Background: an optimization exercise with open tools, aiming at small area and a short achievable clock period. Do not read the settings as production practice.
In this exercise RTL edits were held to simulation tests only and were not proved equivalent to the original.
Power figures rest on the tool's default switching activity, not on a simulated workload.

## run 1
## mac
module mac
  ( input                       clk
  , input                       xrst
  , input                       out_en
  , input                       accum_we
  , input                       reset
  , input  signed [DWIDTH-1:0]  x
  , input  signed [DWIDTH-1:0]  w
  , output signed [DWIDTH-1:0]  y
  );
  reg v0, v1, v2;
  always @(posedge clk) begin
    v0 <= xrst;
    v1 <= xrst & v0;
    v2 <= xrst & v1;
  end
  reg [15:0] xr;
  always @(posedge clk) xr <= x;
  reg [7:0] neg, one, two;
  integer i;
  wire [16:0] we = {w, 1'b0};
  always @(posedge clk)
    for (i = 0; i < 8; i = i + 1) begin
      neg[i] <= we[2*i+2];
      one[i] <= we[2*i+1] ^ we[2*i];
      two[i] <= (we[2*i+2] & ~we[2*i+1] & ~we[2*i]) | (~we[2*i+2] & we[2*i+1] & we[2*i]);
    end
  wire [17:0] xe = {xr[15], xr, 1'b0};
  wire neg0 = neg[0];
  wire [16:0] pp0 = ({17{one[0]}} & xe[17:1] | {17{two[0]}} & xe[16:0]) ^ {17{neg[0]}};
  wire npp0 = ~pp0[16];
  wire neg1 = neg[1];
  wire [16:0] pp1 = ({17{one[1]}} & xe[17:1] | {17{two[1]}} & xe[16:0]) ^ {17{neg[1]}};
  wire npp1 = ~pp1[16];
  wire neg2 = neg[2];
  wire [16:0] pp2 = ({17{one[2]}} & xe[17:1] | {17{two[2]}} & xe[16:0]) ^ {17{neg[2]}};
  wire npp2 = ~pp2[16];
  wire neg3 = neg[3];
  ...
For scale: roughly 1,000 cells after synthesis, ~0.0098 mm2 of cells after synthesis.
==> flow/config.mk <==
export PLATFORM = sky130hd
export DESIGN_NAME = mac
export DESIGN_NICKNAME = mac
export VERILOG_FILES = /design/flow/design.v
export SDC_FILE = /design/flow/constraint.sdc
export NUM_CORES = 4
export LEC_CHECK = 0
export CAP_MARGIN = 20
export CORE_MARGIN = 2
export CORE_UTILIZATION = 60
export CTS_BUF_LIST = sky130_fd_sc_hd__clkbuf_8
export CTS_CLUSTER_SIZE = 30
export SETUP_SLACK_MARGIN = 3.6
export SLEW_MARGIN = 20
==> flow/constraint.sdc <==
create_clock -name core_clock -period 6.0 [get_ports {clk}]
set_input_delay 1.2000 -clock core_clock [delete_from_list [all_inputs] [get_ports {clk}]]
set_output_delay 1.2000 -clock core_clock [all_outputs]
set_load 0.01 [all_outputs]
run.sh (not shown) runs the stock make flow with config.mk's settings and CLKGATE_MAP_FILE= SYNTH_SCRIPT=/design/flow/synth_recipe.tcl, a recipe that flattens the netlist after the stock synthesis.
Run 1: full flow OK, the timing, DRC and antenna checks passed
Input-level comparison between run 2 and run 1:
- swapping 3.6 for 3.3 in SETUP_SLACK_MARGIN
--- outcome ---
Comparing run 1 and run 2, the lower relative contribution of combinational cells to total power was measured on run 2.
The run showing the greater global-route met3 utilization is run 1.
The fraction of layout instances using a drive strength above 1 in run 2 sits 15 points below the value recorded for run 1.
Run 2 finished end to end and its layout was clean on timing, DRC and antenna.
Lower multi-input combinational area share among run 1 and run 2: run 1
[compare] base=run 1 new=run 2: growth of design area from synthesis to finish dropped 12 points, clock-buffer cell count now smaller, highest achievable clock rate fell about 2.7%.
Met1 track demand over resource (higher): run 1

========
run A:
Another version of the RTL of mac (not shown whole).
For scale: about 1200 cells after synthesis, roughly 53 I/O pins.
Settings: LEC_CHECK=0, CAP_MARGIN=20, CORE_MARGIN=2, CORE_UTILIZATION=60, CTS_BUF_LIST=sky130_fd_sc_hd__clkbuf_8, CTS_CLUSTER_SIZE=30, SETUP_SLACK_MARGIN=3.5, SLEW_MARGIN=20; clock period 6.0 ns.
standard.sh (not shown) runs the stock make flow with config.mk's settings and CLKGATE_MAP_FILE= SYNTH_SCRIPT=/design/flow/synth_recipe.tcl, a recipe that flattens the netlist after the stock synthesis.
==> flow/flow/run.sh <==
#!/bin/bash
# The standard layout (standard.sh: the standard flow's synthesis and ORFS flow) with these make settings:
# the port buffers are plain buffers (buf_2) instead of the delay buffer that buffer_ports
# picks by default. All output goes to standard.log in the work folder; ORFS also keeps its
# per-step logs under orfs/logs.
set -euo pipefail
bash standard.sh BUFFER_PORTS_ARGS="-buffer_cell sky130_fd_sc_hd__buf_2" ADDER_MAP_FILE= finish > standard.log 2>&1
Run A | status: complete | timing, DRC, antenna: pass
## Diff of input files: run B against run A
--- a/flow/flow/run.sh
+++ b/flow/flow/run.sh
@@ -5,3 +5,3 @@
 # per-step logs under orfs/logs.
 set -euo pipefail
-bash standard.sh BUFFER_PORTS_ARGS="-buffer_cell sky130_fd_sc_hd__buf_2" ADDER_MAP_FILE= finish > standard.log 2>&1
+bash standard.sh BUFFER_PORTS_ARGS="-buffer_cell sky130_fd_sc_hd__buf_2"  finish > standard.log 2>&1
Findings:
Between run A and run B, the difference in growth of design area from synthesis to finish is negligible.
Highest attainable clock frequency in run B vs run A: up 6.0%
Run A was larger in final cell area than run B.
Setup changes, run B to run C
- an added PLACE_DENSITY of 0.7
- a change of CORE_UTILIZATION from 60 to 70
- a change of SETUP_SLACK_MARGIN from 3.5 to 3.6
### Flow results
The layout clock buffer count number comes out lower for run B vs run C.
Tightest slew margin relative to the limit ended up 1.3 points higher on run C than on run B.
Time the final worst path needs with I/O delays and setup came out lower on run C than on run B.
Post-CTS setup-driven buffer insertion count sits higher in run C than in run B.
For reported leakage power, run B and run C come out practically identical.
Global-route usage: run C > run B
Looking at sequential share of layout area, run C sits 0.18 points above run B.
Layout buffer count excluding clock buffers, run C and run B, lower one = run B.
Internal power delta (run C -> run B): insignificant
Going from run B to run C, met1 demand-to-capacity share in global routing went up 2.3 points; largest driver fanout on the critical path has decreased.
What run D does differently from run C at the input level:
- swapping 70 for 65 in CORE_UTILIZATION
- swapping 3.6 for 3.65 in SETUP_SLACK_MARGIN
- clearing PLACE_DENSITY, which used to be 0.7
Findings:
Compared with run C, in run D depth of the critical timing path with buffers and inverters included decreased by 2 relative to the old numbers; growth of design area from synthesis to finish increased by 0.81 points relative to the old numbers. | clock share of power | run C vs run D | ≈ equal |. [run D] critical path data arrival time fell 0.04 ns relative to run C. Relative to run C, wire length has gone up in run D.
Here is what was changed in the inputs of run E compared with run D.
- CORE_UTILIZATION changed from 65 to 60
- SETUP_SLACK_MARGIN changed from 3.65 to 3.4
==> comparison <==
Internal power: run D and run E compared, lower one is run E
Summary of run E over run D: via count now smaller, fmax now smaller.
Per the comparison of run E with run D, total setup violations reported at the end of the flow level, total length of routed wires decreased about 0.7%.
Changes observed in run E relative to run D: design area lost about 1%, area growth from synthesis to layout lost 1.1 points, non-clock buffer instance count of the final layout lost about 10%.
Run E ends up with a total power that is 170 uW lower than in run D.
Going from run D to run E, net count of the mapped netlist stayed essentially flat; logic depth of the worst setup path including buffers rose by 1.

========
== rev 12 ==
mac again, from the RTL that the note above started with.
Design mac, start of the top module:
module mac
  ( input                       clk
  , input                       xrst
  , input                       out_en
  , input                       accum_we
  , input                       reset
  , input  signed [DWIDTH-1:0]  x
  , input  signed [DWIDTH-1:0]  w
  , output signed [DWIDTH-1:0]  y
  );
clock: 6.0 ns
lec_check: 0
cap_margin: 20
core_margin: 2
core_utilization: 70
cts_buf_list: sky130_fd_sc_hd__clkbuf_8
cts_cluster_size: 30
setup_slack_margin: 3.55
slew_margin: 20
==> flow/flow/run.sh <==
#!/bin/bash
# The standard layout (standard.sh: the standard flow's synthesis and ORFS flow) with these make settings:
# the port buffers are plain buffers (buf_2) instead of the delay buffer that buffer_ports
# picks by default. All output goes to standard.log in the work folder; ORFS also keeps its
# per-step logs under orfs/logs.
set -euo pipefail
bash standard.sh BUFFER_PORTS_ARGS="-buffer_cell sky130_fd_sc_hd__buf_2"  finish > standard.log 2>&1
Rev 12 finished every step from synthesis to the final layout, and the layout passed the timing, DRC and antenna checks.
> inputs changed (rev 12 -> rev 13)
Settings: swapping 3.55 for 3.3 in SETUP_SLACK_MARGIN; swapping 70 for 60 in CORE_UTILIZATION.
Headroom to the max-slew limit, rev 12 and rev 13: smaller value in rev 13. Taking rev 12 as the reference, in rev 13 final cell count went up 36, total routing resource utilization after global routing went down 2.4 points, final weighted congestion in routability-driven placement -about 6.4%, total area of multi-input combinational cells moved down, combinational share of power went down by 1.2 points. Going from rev 12 to rev 13, total core area shows an increase of 2200 um^2, post-route fraction of the period consumed by the critical path shows an increase of 3.7 points, clock-buffer cell count shows a reduction of 2. Critical path buffer and inverter count across rev 12 and rev 13: no real change. | final area | rev 13 vs rev 12 | ≈ equal |.

========
Setup of delta:
mac again, from the RTL that the note above started with.
export LEC_CHECK = 0
export CAP_MARGIN = 20
export CORE_MARGIN = 2
export CORE_UTILIZATION = 70
export CTS_BUF_LIST = sky130_fd_sc_hd__clkbuf_4
export CTS_CLUSTER_SIZE = 30
export PLACE_DENSITY = 0.8
export SETUP_SLACK_MARGIN = 3.6
export SLEW_MARGIN = 20
create_clock -name core_clock -period 6.0 [get_ports {clk}]
Scripts as last shown in full above: flow/flow/run.sh
Both conditions hold for delta: the flow ran to the end and the final layout passed the timing, DRC and antenna checks.
For amber, these inputs were changed with respect to delta:
# delta
export LEC_CHECK = 0
export CAP_MARGIN = 20
export CORE_MARGIN = 2
export CORE_UTILIZATION = 70
export CTS_BUF_LIST = sky130_fd_sc_hd__clkbuf_4
export CTS_CLUSTER_SIZE = 30
export PLACE_DENSITY = 0.8
export SETUP_SLACK_MARGIN = 3.6
export SLEW_MARGIN = 20
create_clock -name core_clock -period 6.0 [get_ports {clk}]
# amber
export LEC_CHECK = 0
export CAP_MARGIN = 20
export CORE_MARGIN = 2
export CORE_UTILIZATION = 70
export CTS_BUF_LIST = sky130_fd_sc_hd__clkbuf_8
export CTS_CLUSTER_SIZE = 30
export SETUP_SLACK_MARGIN = 3.65
export SLEW_MARGIN = 20
export TNS_END_PERCENT = 100
create_clock -name core_clock -period 6.0 [get_ports {clk}]
## What came out
Sort delta and amber by part of the total power dissipated in sequential elements, descending, and delta comes first.
Higher core utilization goes to amber over delta.
Compared with delta, post-route cell area in amber increased slightly.
[amber] sum of met2 wire segment lengths after detailed routing fell about 2.1% relative to delta
The setup slack of amber is larger than that of delta.
Input-level comparison between umber and amber:
# amber
export LEC_CHECK = 0
export CAP_MARGIN = 20
export CORE_MARGIN = 2
export CORE_UTILIZATION = 70
export CTS_BUF_LIST = sky130_fd_sc_hd__clkbuf_8
export CTS_CLUSTER_SIZE = 30
export SETUP_SLACK_MARGIN = 3.65
export SLEW_MARGIN = 20
export TNS_END_PERCENT = 100
create_clock -name core_clock -period 6.0 [get_ports {clk}]
# umber
export LEC_CHECK = 0
export CAP_MARGIN = 20
export CORE_MARGIN = 2
export CORE_UTILIZATION = 70
export CTS_BUF_LIST = sky130_fd_sc_hd__clkbuf_8
export CTS_CLUSTER_SIZE = 30
export PLACE_DENSITY = 0.8
export SETUP_SLACK_MARGIN = 3.6
export SLEW_MARGIN = 20
create_clock -name core_clock -period 6.0 [get_ports {clk}]
[summary]
- In umber, the worst-case reg-to-reg path depth came out 1 below the value in amber.
- Min switching part of the total across umber and amber: amber
- amber has higher critical path depth in cells than umber.
- Top fanout value on the critical path: amber vs umber identical
- Against amber, total design power in umber came out worse.
- Summary — post-detailed-route wirelength per cell, umber relative to amber: higher, by about 7%.
- Diff amber -> umber: total routing usage reported by global routing moved up, wire length on met1 moved up, final wirelength moved up, met3 routing resource usage after global routing moved up.
Relative to umber, the following input files were edited for juniper:
# umber
export LEC_CHECK = 0
export CAP_MARGIN = 20
export CORE_MARGIN = 2
export CORE_UTILIZATION = 70
export CTS_BUF_LIST = sky130_fd_sc_hd__clkbuf_8
export CTS_CLUSTER_SIZE = 30
export PLACE_DENSITY = 0.8
export SETUP_SLACK_MARGIN = 3.6
export SLEW_MARGIN = 20
create_clock -name core_clock -period 6.0 [get_ports {clk}]
# juniper
export LEC_CHECK = 0
export CAP_MARGIN = 20
export CORE_MARGIN = 2
export CORE_UTILIZATION = 70
export CTS_BUF_LIST = sky130_fd_sc_hd__clkbuf_8
export CTS_CLUSTER_SIZE = 30
export SETUP_SLACK_MARGIN = 3.65
export SLEW_MARGIN = 20
create_clock -name core_clock -period 6.0 [get_ports {clk}]
- In terms of cell area after placement, umber and juniper differ only marginally.
- Against umber as the reference, juniper delivers a higher cell count.
- Compared with umber, the detailed router inserted fewer vias in juniper.
- In terms of fraction of area in registers, juniper and umber differ only marginally.
- When juniper is set beside umber, its register-to-register slack turns out to be 0.04 ns larger.
- Looking at juniper and umber, the final area is a wash.
- Relative to umber, the layout clock buffer count of juniper is higher by 2.
- A cell with the largest stage delay on the worst path of maj3_1 is what umber shows, while dfxtp_2 belongs to juniper.
- Looking at post-layout total power, juniper sits about 2% below umber.
Setup changes, juniper to yarrow
# juniper
export LEC_CHECK = 0
export CAP_MARGIN = 20
export CORE_MARGIN = 2
export CORE_UTILIZATION = 70
export CTS_BUF_LIST = sky130_fd_sc_hd__clkbuf_8
export CTS_CLUSTER_SIZE = 30
export SETUP_SLACK_MARGIN = 3.65
export SLEW_MARGIN = 20
create_clock -name core_clock -period 6.0 [get_ports {clk}]
# yarrow
export LEC_CHECK = 0
export CAP_MARGIN = 20
export CORE_MARGIN = 2
export CORE_UTILIZATION = 80
export CTS_BUF_LIST = sky130_fd_sc_hd__clkbuf_8
export CTS_CLUSTER_SIZE = 30
export SETUP_SLACK_MARGIN = 3.8
export SLEW_MARGIN = 20
create_clock -name core_clock -period 6.0 [get_ports {clk}]
==> comparison <==
yarrow: full flow OK, the timing, DRC and antenna checks passed. yarrow vs. juniper: post-DP HPWL +2.0%; fraction of area in registers saw a decrease; sum of routed wire length over all layers saw an increase.
## Diff of input files: nickel against yarrow
# yarrow
export LEC_CHECK = 0
export CAP_MARGIN = 20
export CORE_MARGIN = 2
export CORE_UTILIZATION = 80
export CTS_BUF_LIST = sky130_fd_sc_hd__clkbuf_8
export CTS_CLUSTER_SIZE = 30
export SETUP_SLACK_MARGIN = 3.8
export SLEW_MARGIN = 20
create_clock -name core_clock -period 6.0 [get_ports {clk}]
# nickel
export LEC_CHECK = 0
export CAP_MARGIN = 20
export CORE_MARGIN = 2
export CORE_UTILIZATION = 70
export CTS_BUF_LIST = sky130_fd_sc_hd__clkbuf_8
export CTS_CLUSTER_SIZE = 30
export SETUP_SLACK_MARGIN = 3.7
export SLEW_MARGIN = 20
create_clock -name core_clock -period 6.0 [get_ports {clk}]
[summary]
- Re final cell count: yarrow and nickel aren't equal, and the lower value belongs to yarrow.
- Going from yarrow to nickel, slack of the critical path grows by 0.13 ns.
- Relative to yarrow, the final cell area reported for nickel is lower.
- Between yarrow and nickel, the sequential share of layout area does not differ in any meaningful way.
- nickel vs yarrow, combinational power went down by about 10%.
- Final layout net count: nickel vs yarrow down 0.40%

========
mac again, from the RTL that the note above started with.
export LEC_CHECK = 0
export CAP_MARGIN = 20
export CORE_MARGIN = 2
export CORE_UTILIZATION = 70
export CTS_BUF_LIST = sky130_fd_sc_hd__clkbuf_8
export CTS_CLUSTER_SIZE = 30
export GPL_ROUTABILITY_DRIVEN = 0
export GPL_TIMING_DRIVEN = 1
export SETUP_SLACK_MARGIN = 3.6
export SLEW_MARGIN = 20
create_clock -name core_clock -period 6.0 [get_ports {clk}]
Scripts as last shown in full above: flow/flow/run.sh
The starting point completed without violations.
Edit:
Settings changed: GPL_ROUTABILITY_DRIVEN 0 to default, GPL_TIMING_DRIVEN 1 to default.
=>
- cell count does not change
- sequential share of layout area is unchanged
- area after synthesis does not change
- total power stays the same
- wire length is unchanged
- setup slack is unchanged
- utilization stays the same

## separate check: timing with driven ports
In the flow no input, the clock included, has a driving cell. The finished layouts below were timed again as built, in two steps. Step 1 assumes that a clkbuf_16 drives the clock port and a buf_2 every other input. Step 2 moves the port delays by t, midway between the first and last clock arrival at a register: inputs arrive t later, outputs are due t later. That takes back most of the time a late clock gives input paths. Three values: ideal ports, drivers, drivers and shift; two values: the first two.
run | t, ns | setup WS [ns] | hold slack, ns | worst register clock-pin slew, ns | pins driven straight from the clock port
run 1 | 0.516 | 3.456 / 3.456 / 3.226 | 0.444 / 0.444 / 0.444 | 0.09 / 0.09 | 1
run 2 | 0.497 | 3.385 / 3.385 / 2.939 | 0.440 / 0.440 / 0.440 | 0.09 / 0.09 | 1
run A | 0.483 | 3.481 / 3.481 / 3.447 | 0.443 / 0.443 / 0.443 | 0.08 / 0.08 | 1
run B | 0.491 | 3.624 / 3.624 / 3.513 | 0.446 / 0.446 / 0.446 | 0.09 / 0.09 | 1
run C | 0.488 | 3.705 / 3.705 / 3.509 | 0.442 / 0.442 / 0.442 | 0.08 / 0.08 | 1
run D | 0.488 | 3.727 / 3.727 / 3.529 | 0.441 / 0.441 / 0.441 | 0.09 / 0.09 | 1
run E | 0.501 | 3.543 / 3.543 / 3.516 | 0.447 / 0.447 / 0.447 | 0.10 / 0.10 | 1
rev 12 | 0.486 | 3.675 / 3.675 / 3.539 | 0.428 / 0.428 / 0.428 | 0.08 / 0.08 | 1
rev 13 | 0.499 | 3.454 / 3.454 / 3.454 | 0.447 / 0.447 / 0.447 | 0.10 / 0.10 | 1
delta | 0.564 | 3.672 / 3.672 / 3.551 | 0.446 / 0.446 / 0.446 | 0.12 / 0.12 | 1
amber | 0.482 | 3.726 / 3.726 / 3.535 | 0.431 / 0.431 / 0.431 | 0.09 / 0.09 | 1
umber | 0.500 | 3.691 / 3.691 / 3.518 | 0.442 / 0.442 / 0.442 | 0.08 / 0.08 | 1
juniper | 0.482 | 3.726 / 3.726 / 3.535 | 0.431 / 0.431 / 0.431 | 0.09 / 0.09 | 1
yarrow | 0.502 | 3.599 / 3.599 / 3.468 | 0.439 / 0.439 / 0.439 | 0.09 / 0.09 | 1
nickel | 0.489 | 3.732 / 3.732 / 3.538 | 0.433 / 0.433 / 0.433 | 0.08 / 0.08 | 1
the first run of note 5 | 0.488 | 3.705 / 3.705 / 3.509 | 0.442 / 0.442 / 0.442 | 0.08 / 0.08 | 1
the second run of note 5 | 0.488 | 3.705 / 3.705 / 3.509 | 0.442 / 0.442 / 0.442 | 0.08 / 0.08 | 1
After both steps every run listed still meets setup and hold. The setup slack of run 2, which loses most, moves by 0.000 ns with the drivers and by -0.446 ns with both steps.
